This design comes from an exercise in tuning for small area on the open sky130 flow, not from production work.
The RTL of this run was laid out without a check of its function.
No activity file was given, so power comes from the tool's default toggle rates.

<file path="design/flow/flow/run.sh">
#!/bin/bash
# Own layout flow: the standard ORFS flow (standard.sh, unchanged synthesis) with
# layout-only changes:
#  - buffers that synthesis inserted are removed at floorplan (REMOVE_ABC_BUFFERS);
#  - port buffers are the smallest buffer (buf_1) instead of clkdlybuf4s50_1;
#  - the clock tree uses clkbuf_8 and no dummy loads;
#  - after global routing, cells off the critical paths are downsized (RECOVER_POWER).
set -euo pipefail
export REMOVE_ABC_BUFFERS=1
export BUFFER_PORTS_ARGS="-buffer_cell sky130_fd_sc_hd__buf_1"
export CTS_ARGS="-sink_clustering_enable -repair_clock_nets -buf_list sky130_fd_sc_hd__clkbuf_8 -root_buf sky130_fd_sc_hd__clkbuf_8 -dont_use_dummy_load"
export RECOVER_POWER=100
bash standard.sh > standard.log 2>&1
</file>
<file path="design/flow/standard.sh">
#!/bin/bash
# synth_recipe.tcl (not shown) runs the flow's synth.tcl, then flattens the netlist and writes it again
# the make line also repeats each setting of config.mk as NAME=value (left out here)
make -C /OpenROAD-flow-scripts/flow DESIGN_CONFIG=/design/flow/config.mk WORK_HOME=/design/flow/orfs CLKGATE_MAP_FILE= SYNTH_SCRIPT=/design/flow/synth_recipe.tcl "${@:-finish}"
</file>
<file path="design/flow/config.mk">
export PLATFORM = sky130hd
export DESIGN_NAME = top_mac_st
export DESIGN_NICKNAME = top_mac_st
export VERILOG_FILES = /design/flow/design.v
export SDC_FILE = /design/flow/constraint.sdc
export NUM_CORES = 4
export LEC_CHECK = 0
export CAP_MARGIN = 20
export CORE_MARGIN = 2
export CORE_UTILIZATION = 40
export SLEW_MARGIN = 20
export SYNTH_HIERARCHICAL = 1
</file>
<file path="design/flow/constraint.sdc">
create_clock -name core_clock -period 10.0 [get_ports {clk}]
set_input_delay 2.0000 -clock core_clock [delete_from_list [all_inputs] [get_ports {clk}]]
set_output_delay 2.0000 -clock core_clock [all_outputs]
set_load 0.01 [all_outputs]
</file>
<file path="design/flow/design.v">
module mac_fa (x, y, z, s, c);
	input  x, y, z;
	output s, c;
	assign s = x ^ y ^ z;
	assign c = (x & y) | (x & z) | (y & z);
endmodule
module mac_ha (x, y, s, c);
	input  x, y;
	output s, c;
	assign s = x ^ y;
	assign c = x & y;
endmodule
module mac_inv_d1 (a, y);
	input  a;
	output y;
	assign y = ~a;
endmodule
module mac_inv_d2 (a, y);
	input  a;
	output y;
	assign y = ~a;
endmodule
module mac_inv_d3 (a, y);
	input  a;
	output y;
	assign y = ~a;
endmodule
module mac_inv_d4 (a, y);
	input  a;
	output y;
	assign y = ~a;
endmodule
module mac_and2_d1 (a, b, y);
	input  a, b;
	output y;
	assign y = a & b;
endmodule
module mac_nor2 (a, b, y);
	input  a, b;
	output y;
	assign y = ~(a | b);
endmodule
module mac_a21o (a, b, c, y);
	input  a, b, c;
	output y;
	assign y = (a & b) | c;
endmodule
module mac_a21oi (a, b, c, y);
	input  a, b, c;
	output y;
	assign y = ~((a & b) | c);
endmodule
module mac_a222oi (a, b, c, d, e, f, y);
	input  a, b, c, d, e, f;
	output y;
	assign y = ~((a & b) | (c & d) | (e & f));
endmodule
module mac_a31o (a, b, c, d, y);
	input  a, b, c, d;
	output y;
	assign y = (a & b & c) | d;
endmodule
module mac_a31oi (a, b, c, d, y);
	input  a, b, c, d;
	output y;
	assign y = ~((a & b & c) | d);
endmodule
module mac_and2 (a, b, y);
	input  a, b;
	output y;
	assign y = a & b;
endmodule
module mac_and3 (a, b, c, y);
	input  a, b, c;
	output y;
	assign y = a & b & c;
endmodule
module mac_inv (a, y);
	input  a;
	output y;
	assign y = ~a;
endmodule
module mac_nand2 (a, b, y);
	input  a, b;
	output y;
	assign y = ~(a & b);
endmodule
module mac_nand3 (a, b, c, y);
	input  a, b, c;
	output y;
	assign y = ~(a & b & c);
endmodule
module mac_or2 (a, b, y);
	input  a, b;
	output y;
	assign y = a | b;
endmodule
module mac_xor2 (a, b, y);
	input  a, b;
	output y;
	assign y = a ^ b;
endmodule
module top_mac_st (clk, rst, accu_rst, a, w, config_aw, z);
	parameter HEADROOM = 4;
	input                    clk;
	input                    rst;
	input                    accu_rst;
	input    [7:0]           a;         
	input    [7:0]           w;         
	input    [1:0]           config_aw;
	output   [15+HEADROOM:0] z;
	reg      [7:0]           a1, w1, a2, w2;
	reg                      rst1;      
	reg                      clr1;      
	reg      [1:0]           cfg;       
	reg      [19:0]          accn;      
	wire     [19:0]          accd;      
	wire c0 = cfg[0];
	wire c1 = cfg[1];
	wire m8, s8, s4, m2, nm2, clr1n;
	mac_inv  u_m8 (.a(c0), .y(m8));                
	assign s8 = m8;
	mac_nor2 u_s4 (.a(m8), .b(c1), .y(s4));        
	mac_and2 u_m2 (.a(c0), .b(c1), .y(m2));        
	assign s2 = m2;
	mac_inv  u_nm2 (.a(m2), .y(nm2));
	wire m8a, m8b, nm2a, nm2b, m2a;
	mac_inv_d1  u_m8a (.a(c0), .y(m8a));
	mac_inv_d2  u_m8b (.a(c0), .y(m8b));
	mac_and2_d1 u_m2a (.a(c0), .b(c1), .y(m2a));
	mac_inv_d3  u_nm2a (.a(m2a), .y(nm2a));
	mac_inv_d4  u_nm2b (.a(m2a), .y(nm2b));
	mac_inv  u_clr1n (.a(clr1), .y(clr1n));
	wire s2;
	wire pp_0_0_1;
	wire pp_0_1_2;
	wire pp_0_2_3;
	wire pp_0_3_4;
	wire pp_0_4_5;
	wire pp_0_5_6;
	wire pp_0_6_7;
	wire pp_0_7_8;
	wire pp_1_0_9;
	wire pp_1_1_10;
	wire pp_1_2_11;
	wire pp_1_3_12;
	wire pp_1_4_13;
	wire pp_1_5_14;
	wire pp_1_6_15;
	wire pp_1_7_16;
	wire pp_2_0_17;
	wire pp_2_1_18;
	wire pp_2_2_19;
	wire pp_2_3_20;
	wire pp_2_4_21;
	wire pp_2_5_22;
	wire px23;
	wire pp_2_6_24;
	wire pp_2_7_25;
	wire pp_3_0_26;
	wire pp_3_1_27;
	wire pp_3_2_28;
	wire pp_3_3_29;
	wire pp_3_4_30;
	wire pp_3_5_31;
	wire px32;
	wire pp_3_6_33;
	wire pp_3_7_34;
	wire pp_4_0_35;
	wire pp_4_1_36;
	wire pp_4_2_37;
	wire pp_4_3_38;
	wire px39;
	wire pp_4_4_40;
	wire pp_4_5_41;
	wire pp_4_6_42;
	wire pp_4_7_43;
	wire pp_5_0_44;
	wire pp_5_1_45;
	wire pp_5_2_46;
	wire pp_5_3_47;
	wire px48;
	wire pp_5_4_49;
	wire pp_5_5_50;
	wire pp_5_6_51;
	wire pp_5_7_52;
	wire pp_6_0_53;
	wire pp_6_1_54;
	wire px55;
	wire pp_6_2_56;
	wire pp_6_3_57;
	wire px58;
	wire pp_6_4_59;
	wire pp_6_5_60;
	wire pp_6_6_61;
	wire pp_6_7_62;
	wire pp_7_0_63;
	wire pp_7_1_64;
	wire px65;
	wire pp_7_2_66;
	wire pp_7_3_67;
	wire px68;
	wire pp_7_4_69;
	wire pp_7_5_70;
	wire pp_7_6_71;
	wire pp_7_7_72;
	wire hc73;
	wire hs74;
	wire fs75;
	wire fc76;
	wire hc77;
	wire hs78;
	wire fs79;
	wire fc80;
	wire fs81;
	wire fc82;
	wire hc83;
	wire hs84;
	wire fs85;
	wire fc86;
	wire fs87;
	wire fc88;
	wire fs89;
	wire fc90;
	wire hc91;
	wire hs92;
	wire fs93;
	wire fc94;
	wire fs95;
	wire fc96;
	wire fs97;
	wire fc98;
	wire fs99;
	wire fc100;
	wire hc101;
	wire hs102;
	wire fs103;
	wire fc104;
	wire fs105;
	wire fc106;
	wire fs107;
	wire fc108;
	wire fs109;
	wire fc110;
	wire fs111;
	wire fc112;
	wire hc113;
	wire hs114;
	wire fs115;
	wire fc116;
	wire fs117;
	wire fc118;
	wire fs119;
	wire fc120;
	wire fs121;
	wire fc122;
	wire fs123;
	wire fc124;
	wire fs125;
	wire fc126;
	wire hc127;
	wire hs128;
	wire fs129;
	wire fc130;
	wire fs131;
	wire fc132;
	wire fs133;
	wire fc134;
	wire fs135;
	wire fc136;
	wire fs137;
	wire fc138;
	wire fs139;
	wire fc140;
	wire fs141;
	wire fc142;
	wire fs143;
	wire fc144;
	wire fs145;
	wire fc146;
	wire fs147;
	wire fc148;
	wire fs149;
	wire fc150;
	wire fs151;
	wire fc152;
	wire fs153;
	wire fc154;
	wire fs155;
	wire fc156;
	wire fs157;
	wire fc158;
	wire hc159;
	wire hs160;
	wire fs161;
	wire fc162;
	wire fs163;
	wire fc164;
	wire fs165;
	wire fc166;
	wire fs167;
	wire fc168;
	wire fs169;
	wire fc170;
	wire fs171;
	wire fc172;
	wire fs173;
	wire fc174;
	wire fs175;
	wire fc176;
	wire fs177;
	wire fc178;
	wire fs179;
	wire fc180;
	wire fs181;
	wire fc182;
	wire fs183;
	wire fc184;
	wire fs185;
	wire fc186;
	wire fs187;
	wire fc188;
	wire fs189;
	wire fc190;
	wire fs191;
	wire fc192;
	wire fs193;
	wire fc194;
	wire fs195;
	wire fc196;
	wire fs197;
	wire fc198;
	wire fs199;
	wire fc200;
	wire fs201;
	wire fc202;
	wire fs203;
	wire fc204;
	wire fs205;
	wire fc206;
	wire fs207;
	wire fc208;
	wire fs209;
	wire fc210;
	wire fs211;
	wire fc212;
	wire fs213;
	wire fc214;
	wire fs215;
	wire fc216;
	wire fs217;
	wire fc218;
	wire fs219;
	wire fc220;
	wire fs221;
	wire fc222;
	wire xs223;
	wire xs224;
	mac_nand3 u_pp_0_0_1 (.a(a2[0]), .b(w2[0]), .c(m8a), .y(pp_0_0_1));
	mac_nand3 u_pp_0_1_2 (.a(a2[0]), .b(w2[1]), .c(m8a), .y(pp_0_1_2));
	mac_nand3 u_pp_0_2_3 (.a(a2[0]), .b(w2[2]), .c(m8a), .y(pp_0_2_3));
	mac_nand3 u_pp_0_3_4 (.a(a2[0]), .b(w2[3]), .c(m8a), .y(pp_0_3_4));
	mac_nand3 u_pp_0_4_5 (.a(a2[0]), .b(w2[4]), .c(nm2a), .y(pp_0_4_5));
	mac_nand3 u_pp_0_5_6 (.a(a2[0]), .b(w2[5]), .c(nm2a), .y(pp_0_5_6));
	mac_nand2 u_pp_0_6_7 (.a(a2[0]), .b(w2[6]), .y(pp_0_6_7));
	mac_and2 u_pp_0_7_8 (.a(a2[0]), .b(w2[7]), .y(pp_0_7_8));
	mac_nand3 u_pp_1_0_9 (.a(a2[1]), .b(w2[0]), .c(m8a), .y(pp_1_0_9));
	mac_nand3 u_pp_1_1_10 (.a(a2[1]), .b(w2[1]), .c(m8a), .y(pp_1_1_10));
	mac_nand3 u_pp_1_2_11 (.a(a2[1]), .b(w2[2]), .c(m8a), .y(pp_1_2_11));
	mac_nand3 u_pp_1_3_12 (.a(a2[1]), .b(w2[3]), .c(m8a), .y(pp_1_3_12));
	mac_nand3 u_pp_1_4_13 (.a(a2[1]), .b(w2[4]), .c(nm2a), .y(pp_1_4_13));
	mac_nand3 u_pp_1_5_14 (.a(a2[1]), .b(w2[5]), .c(nm2a), .y(pp_1_5_14));
	mac_nand2 u_pp_1_6_15 (.a(a2[1]), .b(w2[6]), .y(pp_1_6_15));
	mac_and2 u_pp_1_7_16 (.a(a2[1]), .b(w2[7]), .y(pp_1_7_16));
	mac_nand3 u_pp_2_0_17 (.a(a2[2]), .b(w2[0]), .c(m8a), .y(pp_2_0_17));
	mac_nand3 u_pp_2_1_18 (.a(a2[2]), .b(w2[1]), .c(m8a), .y(pp_2_1_18));
	mac_nand3 u_pp_2_2_19 (.a(a2[2]), .b(w2[2]), .c(m8a), .y(pp_2_2_19));
	mac_nand3 u_pp_2_3_20 (.a(a2[2]), .b(w2[3]), .c(m8a), .y(pp_2_3_20));
	mac_nand2 u_pp_2_4_21 (.a(a2[2]), .b(w2[4]), .y(pp_2_4_21));
	mac_nand2 u_px23 (.a(a2[2]), .b(w2[5]), .y(px23));
	mac_xor2 u_pp_2_5_22 (.a(px23), .b(m2a), .y(pp_2_5_22));
	mac_a21oi u_pp_2_6_24 (.a(a2[2]), .b(w2[6]), .c(m2a), .y(pp_2_6_24));
	mac_and3 u_pp_2_7_25 (.a(a2[2]), .b(w2[7]), .c(nm2a), .y(pp_2_7_25));
	mac_nand3 u_pp_3_0_26 (.a(a2[3]), .b(w2[0]), .c(m8a), .y(pp_3_0_26));
	mac_nand3 u_pp_3_1_27 (.a(a2[3]), .b(w2[1]), .c(m8a), .y(pp_3_1_27));
	mac_nand3 u_pp_3_2_28 (.a(a2[3]), .b(w2[2]), .c(m8a), .y(pp_3_2_28));
	mac_nand3 u_pp_3_3_29 (.a(a2[3]), .b(w2[3]), .c(m8a), .y(pp_3_3_29));
	mac_nand2 u_pp_3_4_30 (.a(a2[3]), .b(w2[4]), .y(pp_3_4_30));
	mac_nand2 u_px32 (.a(a2[3]), .b(w2[5]), .y(px32));
	mac_xor2 u_pp_3_5_31 (.a(px32), .b(m2a), .y(pp_3_5_31));
	mac_nand3 u_pp_3_6_33 (.a(a2[3]), .b(w2[6]), .c(nm2a), .y(pp_3_6_33));
	mac_and3 u_pp_3_7_34 (.a(a2[3]), .b(w2[7]), .c(nm2a), .y(pp_3_7_34));
	mac_nand3 u_pp_4_0_35 (.a(a2[4]), .b(w2[0]), .c(nm2b), .y(pp_4_0_35));
	mac_nand3 u_pp_4_1_36 (.a(a2[4]), .b(w2[1]), .c(nm2b), .y(pp_4_1_36));
	mac_nand2 u_pp_4_2_37 (.a(a2[4]), .b(w2[2]), .y(pp_4_2_37));
	mac_nand2 u_px39 (.a(a2[4]), .b(w2[3]), .y(px39));
	mac_xor2 u_pp_4_3_38 (.a(px39), .b(c0), .y(pp_4_3_38));
	mac_a21oi u_pp_4_4_40 (.a(a2[4]), .b(w2[4]), .c(c0), .y(pp_4_4_40));
	mac_nand3 u_pp_4_5_41 (.a(a2[4]), .b(w2[5]), .c(m8b), .y(pp_4_5_41));
	mac_a31oi u_pp_4_6_42 (.a(a2[4]), .b(w2[6]), .c(m8b), .d(m2a), .y(pp_4_6_42));
	mac_a21o u_pp_4_7_43 (.a(a2[4]), .b(w2[7]), .c(c0), .y(pp_4_7_43));
	mac_nand3 u_pp_5_0_44 (.a(a2[5]), .b(w2[0]), .c(nm2b), .y(pp_5_0_44));
	mac_nand3 u_pp_5_1_45 (.a(a2[5]), .b(w2[1]), .c(nm2b), .y(pp_5_1_45));
	mac_nand2 u_pp_5_2_46 (.a(a2[5]), .b(w2[2]), .y(pp_5_2_46));
	mac_nand2 u_px48 (.a(a2[5]), .b(w2[3]), .y(px48));
	mac_xor2 u_pp_5_3_47 (.a(px48), .b(c0), .y(pp_5_3_47));
	mac_nand3 u_pp_5_4_49 (.a(a2[5]), .b(w2[4]), .c(m8b), .y(pp_5_4_49));
	mac_nand3 u_pp_5_5_50 (.a(a2[5]), .b(w2[5]), .c(m8b), .y(pp_5_5_50));
	mac_nand3 u_pp_5_6_51 (.a(a2[5]), .b(w2[6]), .c(m8b), .y(pp_5_6_51));
	mac_a31o u_pp_5_7_52 (.a(a2[5]), .b(w2[7]), .c(m8b), .d(m2a), .y(pp_5_7_52));
	mac_nand2 u_pp_6_0_53 (.a(a2[6]), .b(w2[0]), .y(pp_6_0_53));
	mac_nand2 u_px55 (.a(a2[6]), .b(w2[1]), .y(px55));
	mac_xor2 u_pp_6_1_54 (.a(px55), .b(m2a), .y(pp_6_1_54));
	mac_nand3 u_pp_6_2_56 (.a(a2[6]), .b(w2[2]), .c(nm2b), .y(pp_6_2_56));
	mac_nand3 u_px58 (.a(a2[6]), .b(w2[3]), .c(nm2b), .y(px58));
	mac_xor2 u_pp_6_3_57 (.a(px58), .b(c0), .y(pp_6_3_57));
	mac_nand3 u_pp_6_4_59 (.a(a2[6]), .b(w2[4]), .c(m8b), .y(pp_6_4_59));
	mac_nand3 u_pp_6_5_60 (.a(a2[6]), .b(w2[5]), .c(m8b), .y(pp_6_5_60));
	mac_nand3 u_pp_6_6_61 (.a(a2[6]), .b(w2[6]), .c(m8b), .y(pp_6_6_61));
	mac_and3 u_pp_6_7_62 (.a(a2[6]), .b(w2[7]), .c(m8b), .y(pp_6_7_62));
	mac_nand2 u_pp_7_0_63 (.a(a2[7]), .b(w2[0]), .y(pp_7_0_63));
	mac_nand2 u_px65 (.a(a2[7]), .b(w2[1]), .y(px65));
	mac_xor2 u_pp_7_1_64 (.a(px65), .b(m2a), .y(pp_7_1_64));
	mac_nand3 u_pp_7_2_66 (.a(a2[7]), .b(w2[2]), .c(nm2b), .y(pp_7_2_66));
	mac_nand3 u_px68 (.a(a2[7]), .b(w2[3]), .c(nm2b), .y(px68));
	mac_xor2 u_pp_7_3_67 (.a(px68), .b(c0), .y(pp_7_3_67));
	mac_a31oi u_pp_7_4_69 (.a(a2[7]), .b(w2[4]), .c(m8b), .d(m2a), .y(pp_7_4_69));
	mac_nand3 u_pp_7_5_70 (.a(a2[7]), .b(w2[5]), .c(m8b), .y(pp_7_5_70));
	mac_nand3 u_pp_7_6_71 (.a(a2[7]), .b(w2[6]), .c(m8b), .y(pp_7_6_71));
	mac_and3 u_pp_7_7_72 (.a(a2[7]), .b(w2[7]), .c(m8b), .y(pp_7_7_72));
	mac_or2 u_hc73 (.a(accn[0]), .b(pp_0_0_1), .y(hc73));
	mac_xor2 u_hs74 (.a(accn[0]), .b(pp_0_0_1), .y(hs74));
	mac_fa u_fs75 (.x(accn[1]), .y(pp_0_1_2), .z(pp_1_0_9), .s(fs75), .c(fc76));
	mac_or2 u_hc77 (.a(hc73), .b(fs75), .y(hc77));
	mac_xor2 u_hs78 (.a(hc73), .b(fs75), .y(hs78));
	mac_fa u_fs79 (.x(accn[2]), .y(pp_0_2_3), .z(pp_1_1_10), .s(fs79), .c(fc80));
	mac_fa u_fs81 (.x(pp_2_0_17), .y(fc76), .z(fs79), .s(fs81), .c(fc82));
	mac_or2 u_hc83 (.a(hc77), .b(fs81), .y(hc83));
	mac_xor2 u_hs84 (.a(hc77), .b(fs81), .y(hs84));
	mac_fa u_fs85 (.x(accn[3]), .y(pp_0_3_4), .z(pp_1_2_11), .s(fs85), .c(fc86));
	mac_fa u_fs87 (.x(pp_2_1_18), .y(pp_3_0_26), .z(fc80), .s(fs87), .c(fc88));
	mac_fa u_fs89 (.x(fs85), .y(fc82), .z(fs87), .s(fs89), .c(fc90));
	mac_or2 u_hc91 (.a(hc83), .b(fs89), .y(hc91));
	mac_xor2 u_hs92 (.a(hc83), .b(fs89), .y(hs92));
	mac_fa u_fs93 (.x(accn[4]), .y(pp_0_4_5), .z(pp_1_3_12), .s(fs93), .c(fc94));
	mac_fa u_fs95 (.x(pp_2_2_19), .y(pp_3_1_27), .z(pp_4_0_35), .s(fs95), .c(fc96));
	mac_fa u_fs97 (.x(fc86), .y(fs93), .z(fs95), .s(fs97), .c(fc98));
	mac_fa u_fs99 (.x(fc88), .y(fs97), .z(fc90), .s(fs99), .c(fc100));
	mac_or2 u_hc101 (.a(hc91), .b(fs99), .y(hc101));
	mac_xor2 u_hs102 (.a(hc91), .b(fs99), .y(hs102));
	mac_fa u_fs103 (.x(accn[5]), .y(pp_0_5_6), .z(pp_1_4_13), .s(fs103), .c(fc104));
	mac_fa u_fs105 (.x(pp_2_3_20), .y(pp_3_2_28), .z(pp_4_1_36), .s(fs105), .c(fc106));
	mac_fa u_fs107 (.x(pp_5_0_44), .y(fc94), .z(fc96), .s(fs107), .c(fc108));
	mac_fa u_fs109 (.x(fs103), .y(fs105), .z(fc98), .s(fs109), .c(fc110));
	mac_fa u_fs111 (.x(fs107), .y(fs109), .z(fc100), .s(fs111), .c(fc112));
	mac_or2 u_hc113 (.a(hc101), .b(fs111), .y(hc113));
	mac_xor2 u_hs114 (.a(hc101), .b(fs111), .y(hs114));
	mac_fa u_fs115 (.x(accn[6]), .y(pp_0_6_7), .z(pp_1_5_14), .s(fs115), .c(fc116));
	mac_fa u_fs117 (.x(pp_2_4_21), .y(pp_3_3_29), .z(pp_4_2_37), .s(fs117), .c(fc118));
	mac_fa u_fs119 (.x(pp_5_1_45), .y(pp_6_0_53), .z(fc104), .s(fs119), .c(fc120));
	mac_fa u_fs121 (.x(fc106), .y(fs115), .z(fs117), .s(fs121), .c(fc122));
	mac_fa u_fs123 (.x(fc108), .y(fs119), .z(fs121), .s(fs123), .c(fc124));
	mac_fa u_fs125 (.x(fc110), .y(fs123), .z(fc112), .s(fs125), .c(fc126));
	mac_or2 u_hc127 (.a(hc113), .b(fs125), .y(hc127));
	mac_xor2 u_hs128 (.a(hc113), .b(fs125), .y(hs128));
	mac_fa u_fs129 (.x(c0), .y(accn[7]), .z(pp_0_7_8), .s(fs129), .c(fc130));
	mac_fa u_fs131 (.x(pp_1_6_15), .y(pp_2_5_22), .z(pp_3_4_30), .s(fs131), .c(fc132));
	mac_fa u_fs133 (.x(pp_4_3_38), .y(pp_5_2_46), .z(pp_6_1_54), .s(fs133), .c(fc134));
	mac_fa u_fs135 (.x(pp_7_0_63), .y(fc116), .z(fc118), .s(fs135), .c(fc136));
	mac_fa u_fs137 (.x(fs129), .y(fs131), .z(fs133), .s(fs137), .c(fc138));
	mac_fa u_fs139 (.x(fc120), .y(fc122), .z(fs135), .s(fs139), .c(fc140));
	mac_fa u_fs141 (.x(fs137), .y(fc124), .z(fs139), .s(fs141), .c(fc142));
	mac_fa u_fs143 (.x(fs141), .y(fc126), .z(hc127), .s(fs143), .c(fc144));
	mac_fa u_fs145 (.x(accn[8]), .y(pp_1_7_16), .z(pp_2_6_24), .s(fs145), .c(fc146));
	mac_fa u_fs147 (.x(pp_3_5_31), .y(pp_4_4_40), .z(pp_5_3_47), .s(fs147), .c(fc148));
	mac_fa u_fs149 (.x(pp_6_2_56), .y(pp_7_1_64), .z(fc130), .s(fs149), .c(fc150));
	mac_fa u_fs151 (.x(fc132), .y(fc134), .z(fs145), .s(fs151), .c(fc152));
	mac_fa u_fs153 (.x(fs147), .y(fc136), .z(fc138), .s(fs153), .c(fc154));
	mac_fa u_fs155 (.x(fs149), .y(fs151), .z(fc140), .s(fs155), .c(fc156));
	mac_fa u_fs157 (.x(fs153), .y(fc142), .z(fs155), .s(fs157), .c(fc158));
	mac_or2 u_hc159 (.a(fs157), .b(fc144), .y(hc159));
	mac_xor2 u_hs160 (.a(fs157), .b(fc144), .y(hs160));
	mac_fa u_fs161 (.x(accn[9]), .y(pp_2_7_25), .z(pp_3_6_33), .s(fs161), .c(fc162));
	mac_fa u_fs163 (.x(pp_4_5_41), .y(pp_5_4_49), .z(pp_6_3_57), .s(fs163), .c(fc164));
	mac_fa u_fs165 (.x(pp_7_2_66), .y(fc146), .z(fc148), .s(fs165), .c(fc166));
	mac_fa u_fs167 (.x(fs161), .y(fs163), .z(fc150), .s(fs167), .c(fc168));
	mac_fa u_fs169 (.x(fc152), .y(fs165), .z(fc154), .s(fs169), .c(fc170));
	mac_fa u_fs171 (.x(fs167), .y(fc156), .z(fs169), .s(fs171), .c(fc172));
	mac_fa u_fs173 (.x(fc158), .y(fs171), .z(hc159), .s(fs173), .c(fc174));
	mac_fa u_fs175 (.x(accn[10]), .y(pp_3_7_34), .z(pp_4_6_42), .s(fs175), .c(fc176));
	mac_fa u_fs177 (.x(pp_5_5_50), .y(pp_6_4_59), .z(pp_7_3_67), .s(fs177), .c(fc178));
	mac_fa u_fs179 (.x(fc162), .y(fc164), .z(fs175), .s(fs179), .c(fc180));
	mac_fa u_fs181 (.x(fs177), .y(fc166), .z(fs179), .s(fs181), .c(fc182));
	mac_fa u_fs183 (.x(fc168), .y(fs181), .z(fc170), .s(fs183), .c(fc184));
	mac_fa u_fs185 (.x(fc172), .y(fs183), .z(fc174), .s(fs185), .c(fc186));
	mac_fa u_fs187 (.x(accn[11]), .y(pp_4_7_43), .z(pp_5_6_51), .s(fs187), .c(fc188));
	mac_fa u_fs189 (.x(pp_6_5_60), .y(pp_7_4_69), .z(fc176), .s(fs189), .c(fc190));
	mac_fa u_fs191 (.x(fc178), .y(fs187), .z(fc180), .s(fs191), .c(fc192));
	mac_fa u_fs193 (.x(fs189), .y(fc182), .z(fs191), .s(fs193), .c(fc194));
	mac_fa u_fs195 (.x(fs193), .y(fc184), .z(fc186), .s(fs195), .c(fc196));
	mac_fa u_fs197 (.x(accn[12]), .y(pp_5_7_52), .z(pp_6_6_61), .s(fs197), .c(fc198));
	mac_fa u_fs199 (.x(pp_7_5_70), .y(fc188), .z(fs197), .s(fs199), .c(fc200));
	mac_fa u_fs201 (.x(fc190), .y(fs199), .z(fc192), .s(fs201), .c(fc202));
	mac_fa u_fs203 (.x(fc194), .y(fs201), .z(fc196), .s(fs203), .c(fc204));
	mac_fa u_fs205 (.x(accn[13]), .y(pp_6_7_62), .z(pp_7_6_71), .s(fs205), .c(fc206));
	mac_fa u_fs207 (.x(fc198), .y(fs205), .z(fc200), .s(fs207), .c(fc208));
	mac_fa u_fs209 (.x(fs207), .y(fc202), .z(fc204), .s(fs209), .c(fc210));
	mac_fa u_fs211 (.x(accn[14]), .y(pp_7_7_72), .z(fc206), .s(fs211), .c(fc212));
	mac_fa u_fs213 (.x(fs211), .y(fc208), .z(fc210), .s(fs213), .c(fc214));
	mac_fa u_fs215 (.x(accn[15]), .y(fc212), .z(fc214), .s(fs215), .c(fc216));
	mac_fa u_fs217 (.x(accn[16]), .y(fc216), .z(fs215), .s(fs217), .c(fc218));
	mac_fa u_fs219 (.x(accn[17]), .y(fc218), .z(fs217), .s(fs219), .c(fc220));
	mac_fa u_fs221 (.x(accn[18]), .y(fc220), .z(fs219), .s(fs221), .c(fc222));
	mac_xor2 u_xs223 (.a(accn[19]), .b(fc222), .y(xs223));
	mac_xor2 u_xs224 (.a(xs223), .b(fs221), .y(xs224));
	mac_nand2 u_accd_0 (.a(hs74), .b(clr1n), .y(accd[0]));
	mac_nand2 u_accd_1 (.a(hs78), .b(clr1n), .y(accd[1]));
	mac_nand2 u_accd_2 (.a(hs84), .b(clr1n), .y(accd[2]));
	mac_nand2 u_accd_3 (.a(hs92), .b(clr1n), .y(accd[3]));
	mac_nand2 u_accd_4 (.a(hs102), .b(clr1n), .y(accd[4]));
	mac_nand2 u_accd_5 (.a(hs114), .b(clr1n), .y(accd[5]));
	mac_nand2 u_accd_6 (.a(hs128), .b(clr1n), .y(accd[6]));
	mac_or2 u_accd_7 (.a(fs143), .b(clr1), .y(accd[7]));
	mac_nand2 u_accd_8 (.a(hs160), .b(clr1n), .y(accd[8]));
	mac_or2 u_accd_9 (.a(fs173), .b(clr1), .y(accd[9]));
	mac_or2 u_accd_10 (.a(fs185), .b(clr1), .y(accd[10]));
	mac_or2 u_accd_11 (.a(fs195), .b(clr1), .y(accd[11]));
	mac_or2 u_accd_12 (.a(fs203), .b(clr1), .y(accd[12]));
	mac_or2 u_accd_13 (.a(fs209), .b(clr1), .y(accd[13]));
	mac_or2 u_accd_14 (.a(fs213), .b(clr1), .y(accd[14]));
	mac_nand2 u_accd_15 (.a(fs215), .b(clr1n), .y(accd[15]));
	mac_nand2 u_accd_16 (.a(fs217), .b(clr1n), .y(accd[16]));
	mac_nand2 u_accd_17 (.a(fs219), .b(clr1n), .y(accd[17]));
	mac_nand2 u_accd_18 (.a(fs221), .b(clr1n), .y(accd[18]));
	mac_nand2 u_accd_19 (.a(xs224), .b(clr1n), .y(accd[19]));
	mac_a222oi u_z_0 (.a(accn[0]), .b(s8), .c(accn[4]), .d(s4), .e(accn[6]), .f(s2), .y(z[0]));
	mac_a222oi u_z_1 (.a(accn[1]), .b(s8), .c(accn[5]), .d(s4), .e(accn[7]), .f(s2), .y(z[1]));
	mac_a222oi u_z_2 (.a(accn[2]), .b(s8), .c(accn[6]), .d(s4), .e(accn[8]), .f(s2), .y(z[2]));
	mac_a222oi u_z_3 (.a(accn[3]), .b(s8), .c(accn[7]), .d(s4), .e(accn[9]), .f(s2), .y(z[3]));
	mac_a222oi u_z_4 (.a(accn[4]), .b(s8), .c(accn[8]), .d(s4), .e(accn[10]), .f(s2), .y(z[4]));
	mac_a222oi u_z_5 (.a(accn[5]), .b(s8), .c(accn[9]), .d(s4), .e(accn[11]), .f(s2), .y(z[5]));
	mac_a222oi u_z_6 (.a(accn[6]), .b(s8), .c(accn[10]), .d(s4), .e(accn[12]), .f(s2), .y(z[6]));
	mac_a222oi u_z_7 (.a(accn[7]), .b(s8), .c(accn[11]), .d(s4), .e(accn[13]), .f(s2), .y(z[7]));
	mac_a222oi u_z_8 (.a(accn[8]), .b(s8), .c(accn[12]), .d(s4), .e(accn[14]), .f(s2), .y(z[8]));
	mac_a222oi u_z_9 (.a(accn[9]), .b(s8), .c(accn[13]), .d(s4), .e(accn[15]), .f(s2), .y(z[9]));
	mac_a222oi u_z_10 (.a(accn[10]), .b(s8), .c(accn[14]), .d(s4), .e(accn[16]), .f(s2), .y(z[10]));
	mac_a222oi u_z_11 (.a(accn[11]), .b(s8), .c(accn[15]), .d(s4), .e(accn[17]), .f(s2), .y(z[11]));
	mac_a222oi u_z_12 (.a(accn[12]), .b(s8), .c(accn[16]), .d(s4), .e(accn[18]), .f(s2), .y(z[12]));
	mac_inv u_z_13 (.a(accn[13]), .y(z[13]));
	mac_inv u_z_14 (.a(accn[14]), .y(z[14]));
	mac_inv u_z_15 (.a(accn[15]), .y(z[15]));
	mac_inv u_z_16 (.a(accn[16]), .y(z[16]));
	mac_inv u_z_17 (.a(accn[17]), .y(z[17]));
	mac_inv u_z_18 (.a(accn[18]), .y(z[18]));
	mac_inv u_z_19 (.a(accn[19]), .y(z[19]));
	always_ff @(posedge clk) begin
		a1   <= a;
		w1   <= w;
		rst1 <= rst;
		clr1 <= rst | accu_rst | rst1;
		cfg  <= config_aw;
		a2   <= a1;
		w2   <= w1;
		accn <= accd;
	end
endmodule  
</file>
==> summary.txt <==
critical path, stage by stage (launching register included):
cell	delay, ps
dfxtp_1	340
buf_4	180
and2_1	180
inv_1	180
nand3_1	140
fa_1	530
fa_1	460
fa_1	490
fa_1	450
fa_1	490
or2_0	260
fa_1	420
or2_1	260
fa_1	410
fa_1	420
fa_1	420
fa_1	420
fa_1	420
fa_1	430
fa_1	570
fa_1	460
fa_1	520
fa_1	420
xor2_1	190
xor2_1	160
nand2_1	60
layer usage:
layer | routed length (µm) | global-route usage, % | share of wire, % | vias to the layer above
met4 | 176 | 6.88 | 2.5 | 0
met3 | 294 | 2.95 | 4.2 | 16
met2 | 3560 | 28.8 | 51 | 71
li1 | - | - | - | 985
met5 | 0 | 0 | 0 | -
met1 | 2960 | 23.0 | 42 | 1129
sequential cells by signal, summed over array words and instances (netlist names):
register and count:
accn 20, a1 8, a2 8, w1 8
w2 8, cfg 2, clr1 1, rst1 1
power breakdown:
| part | switching [W] | leakage [nW] | internal (W) |
|---|---|---|---|
| Sequential | 0.0000323 | 0.467 | 0.000247 |
| Combinational | 0.000253 | 0.768 | 0.000235 |
| Clock | 0.0000671 | 0.0359 | 0.0000454 |
per-module statistics from Yosys (local to each module, per instance), a selection:
module | flops+latches | cells | times used
top_mac_st | 56 | 57 | 1
mac_a21o | 0 | 1 | 1
mac_and2_d1 | 0 | 1 | 1
mac_and3 | 0 | 1 | 4
mac_or2 | 0 | 1 | 15
mac_a31oi | 0 | 1 | 2
mac_nand3 | 0 | 1 | 38
mac_inv_d1 | 0 | 1 | 1
mac_nand2 | 0 | 1 | 27
mac_inv_d2 | 0 | 1 | 1
layout make-up:
| class | count | area [µm²] | area share, % |
|---|---|---|---|
| Clock buffer | 5 | 68.8 | 1.87 |
| Inverter | 13 | 48.8 | 1.33 |
| Multi-Input combinational cell | 194 | 2120 | 57.7 |
| Sequential cell | 56 | 1120 | 30.5 |
| Tap cell | 105 | 131 | 3.57 |
| Timing Repair Buffer | 45 | 188 | 5.10 |
through the flow:
| stage | hold slack, ps | std cells | util (%) | worst slack [ps] |
|---|---|---|---|---|
| 6_report | 332 | 418 | 45.5 | 565 |
| 5_1_grt | 344 | 418 | 45.5 | 48.2 |
| 4_1_cts | 335 | 418 | 45.5 | 512 |
| 3_5_place_dp | 312 | 413 | 44.6 | 524 |
| 3_3_place_gp | 310 | 413 | 44.6 | 599 |
| 2_1_floorplan | 310 | 263 | - | 528 |
cells by family after synthesis:
logic type	Yosys count	synth area share [%]
AO/OA/AOI/OAI	19	5.36
XOR/XNOR	18	4.79
adder cells (fa/ha/maj)	67	40.8
buffers and inverters	13	1.48
flip-flops	56	34.1
AND/OR/NAND/NOR	90	13.5
worst paths after layout:
check / endpoint / slack, ps / cells after the start
setup / recovery: accn[19] / 560 / 25
hold / removal: w2[1] / 330 / 0
setup reg to reg: accn[19] / 560 / 25
hold reg to reg: w2[1] / 330 / 0
cell usage after synthesis:
cell       n
a21oi_2    2
a222oi_1  13
a21o_1     1
or2_1     15
or3_1      1
a31oi_1    2
fa_1      67
and2_1     4
nand3_1   38
dfxtp_1   56
a31o_1     1
nor2_1     1
and3_1     4
nand2_1   27
inv_1     13
xor2_1    18
==> tab_implementation.tex <==
\begin{tabular}{lr}
\hline
Metric & Value \\
\hline
\multicolumn{2}{l}{\textbf{Drt}} \\
\quad Average wire length per cell after detail routing & 16.7 µm \\
\quad Drt via density & 5.27 \\
\quad Residual antenna-violating net count after detailed routing & 0 \\
\quad DRC errors left & 0 \\
\quad 1st-iter DRT viols & 186 \\
\quad Detailed-router iteration count before antenna repair & 7 \\
\quad Vias post-DR & 2201 \\
\quad Total detailed-routing wirelength & 6.99 mm \\
\multicolumn{2}{l}{\textbf{Global route}} \\
\quad Via count of the first global-routing pass & 2269 \\
\quad Number of antenna violations at the first check in global routing & 0 \\
\quad Total global routing track utilization & 17.4\% \\
\quad Leftover overflow at the end of global routing & 0 \\
\quad Global-route wire length before repair & 11.5 mm \\
\quad Maximum number of pins on one net before global-route repair & 21 \\
\multicolumn{2}{l}{\textbf{Place}} \\
\quad Count of buffers from port buffering & 40 \\
\quad Detailed placer's ending HPWL & 5.59 mm \\
\quad Post-place instance area & 3610 µm² \\
\quad Final weighted congestion in routability-driven placement & 0.917 \\
\multicolumn{2}{l}{\textbf{Timing}} \\
\quad Pins over their slew limit & 0 \\
\quad Worst-Margin Slew & 724 ps \\
\quad Setup Total Neg Slack & 0 ps \\
\quad Maximum operating frequency & 0.106 GHz \\
\quad Share of the clock period used by the worst path & 94.4\% \\
\quad Headroom to the max-slew limit & 51.6\% \\
\quad Finish-stage setup viols & 0 \\
\quad Final Hold Vio Count & 0 \\
\quad Skew final & 25.0 ps \\
\quad Final worst path period need & 9440 ps \\
\quad Unrepaired setup endpoints after global routing & false \\
\multicolumn{2}{l}{\textbf{Job}} \\
\quad Max-cap viol count & 0 \\
\multicolumn{2}{l}{\textbf{CTS}} \\
\quad CTS tree & done \\
\quad Clock sink count & 56 \\
\quad Number of buffers created by CTS & 5 \\
\quad CTS H-tree depth & 2 \\
\quad Hold-fix buffers, CTS & 0 \\
\quad Clk pin slew, worst setup/hold paths & 80 ps \\
\quad Insertion delay to the later sink of the worst-skew pair & 330 ps \\
\quad Worst-case clock buffer depth & 2 \\
\quad Post-CTS Repair Setup Buffers & 0 \\
\quad Root buffer cell & clkbuf\_8 \\
\quad Cts repair resizes & 0 \\
\multicolumn{2}{l}{\textbf{Final layout}} \\
\quad Leading cell type in the layout, fill and taps excluded & fa\_1 \\
\quad Share of post-route cells with drive strength above 1 & 3.83\% \\
\quad Inserted Diodes & 0 \\
\quad Synth-to-Final Area Change & 11.8\% \\
\quad Most frequent cells in the layout & fa\_1 (67), dfxtp\_1 (56), buf\_1 (40) \\
\quad Count of nets after finishing & 403 \\
\quad Filler cells & 792 \\
\quad Final std cell area, no fill & 3680 µm² \\
\multicolumn{2}{l}{\textbf{Yosys}} \\
\quad Cell taking the most area after synthesis & fa\_1 \\
\quad Share of synthesized area occupied by flip-flops and latches & 34.1\% \\
\quad Unique masters post-synth & 16 \\
\quad Synthesis Warnings & 7 \\
\quad Post-Synthesis Cell Area & 3290 µm² \\
\quad FF+latch count, synth & 56 \\
\quad Share of Yosys cell area claimed by the top area cell type & 40.8\% \\
\quad Synthesized area per cell & 12.5 µm² \\
\quad Cells taking the most area after synthesis & fa\_1 (41\%), dfxtp\_1 (34\%), nand3\_1 (5.8\%) \\
\quad Post-synthesis instance total & 263 \\
\multicolumn{2}{l}{\textbf{Hold path}} \\
\quad Launch point of the worst hold path & w1[1] \\
\quad Class of the tightest hold or removal check & reg -> reg \\
\multicolumn{2}{l}{\textbf{Power}} \\
\quad Total power draw & 0.000880 W \\
\quad Leakage & 1.27 nW \\
\quad Total power density per cell area & 239 nW/µm² \\
\quad Worst ir drop on vdd & 0.153 mV \\
\multicolumn{2}{l}{\textbf{Floorplan}} \\
\quad Starting density of the core & 40.7\% \\
\quad Standard-cell row count & 33 \\
\quad I/O pin cnt & 41 \\
\quad Height of the die & 94.7 µm \\
\quad Die span in x & 94.7 µm \\
\quad Area enclosed by the die boundary & 8970 µm² \\
\quad Std-Cell Core Area & 8090 µm² \\
\multicolumn{2}{l}{\textbf{Setup path}} \\
\quad Critical Setup Path Class & reg -> reg \\
\quad Required time of the critical path & 10190 ps \\
\quad Startpoint type of the worst setup path & flip-flop \\
\quad Worst setup path startpoint & cfg[0] \\
\quad Worst reg2reg path startpoint & cfg[0] \\
\quad Largest fanout on the critical path & 9 \\
\quad Type of destination of the critical path & flip-flop \\
\quad Arrival time at the worst endpoint & 9620 ps \\
\multicolumn{2}{l}{\textbf{Outcome}} \\
\quad Run status & no timing/DRC/antenna violations \\
\hline
\end{tabular}

## re-timing with driven ports
The flow's constraints put no driver on any port. The routed layout listed below was extracted and timed again, unchanged, in two steps. Step 1, drivers: a clkbuf_16 drives clk and a buf_2 each remaining input, both assumed. Step 2 also shifts input and output timing later by t, the mid clock arrival at the registers, as if the neighbouring blocks saw the same clock. Three values: ideal, step 1, step 2; two values: the first two.
shift t [ns]: 0.342
slack for setup (ns): 0.565 / 0.565 / 0.565
worst setup path after step 2: register to register
clock arrival spread, ns: 0.025 / 0.025
worst data-port slew with drivers (ns): 0.03
After both steps setup and hold are still met in this run. For this run, drivers alone change the setup slack by 0.000 ns; drivers and shift together by 0.000 ns.
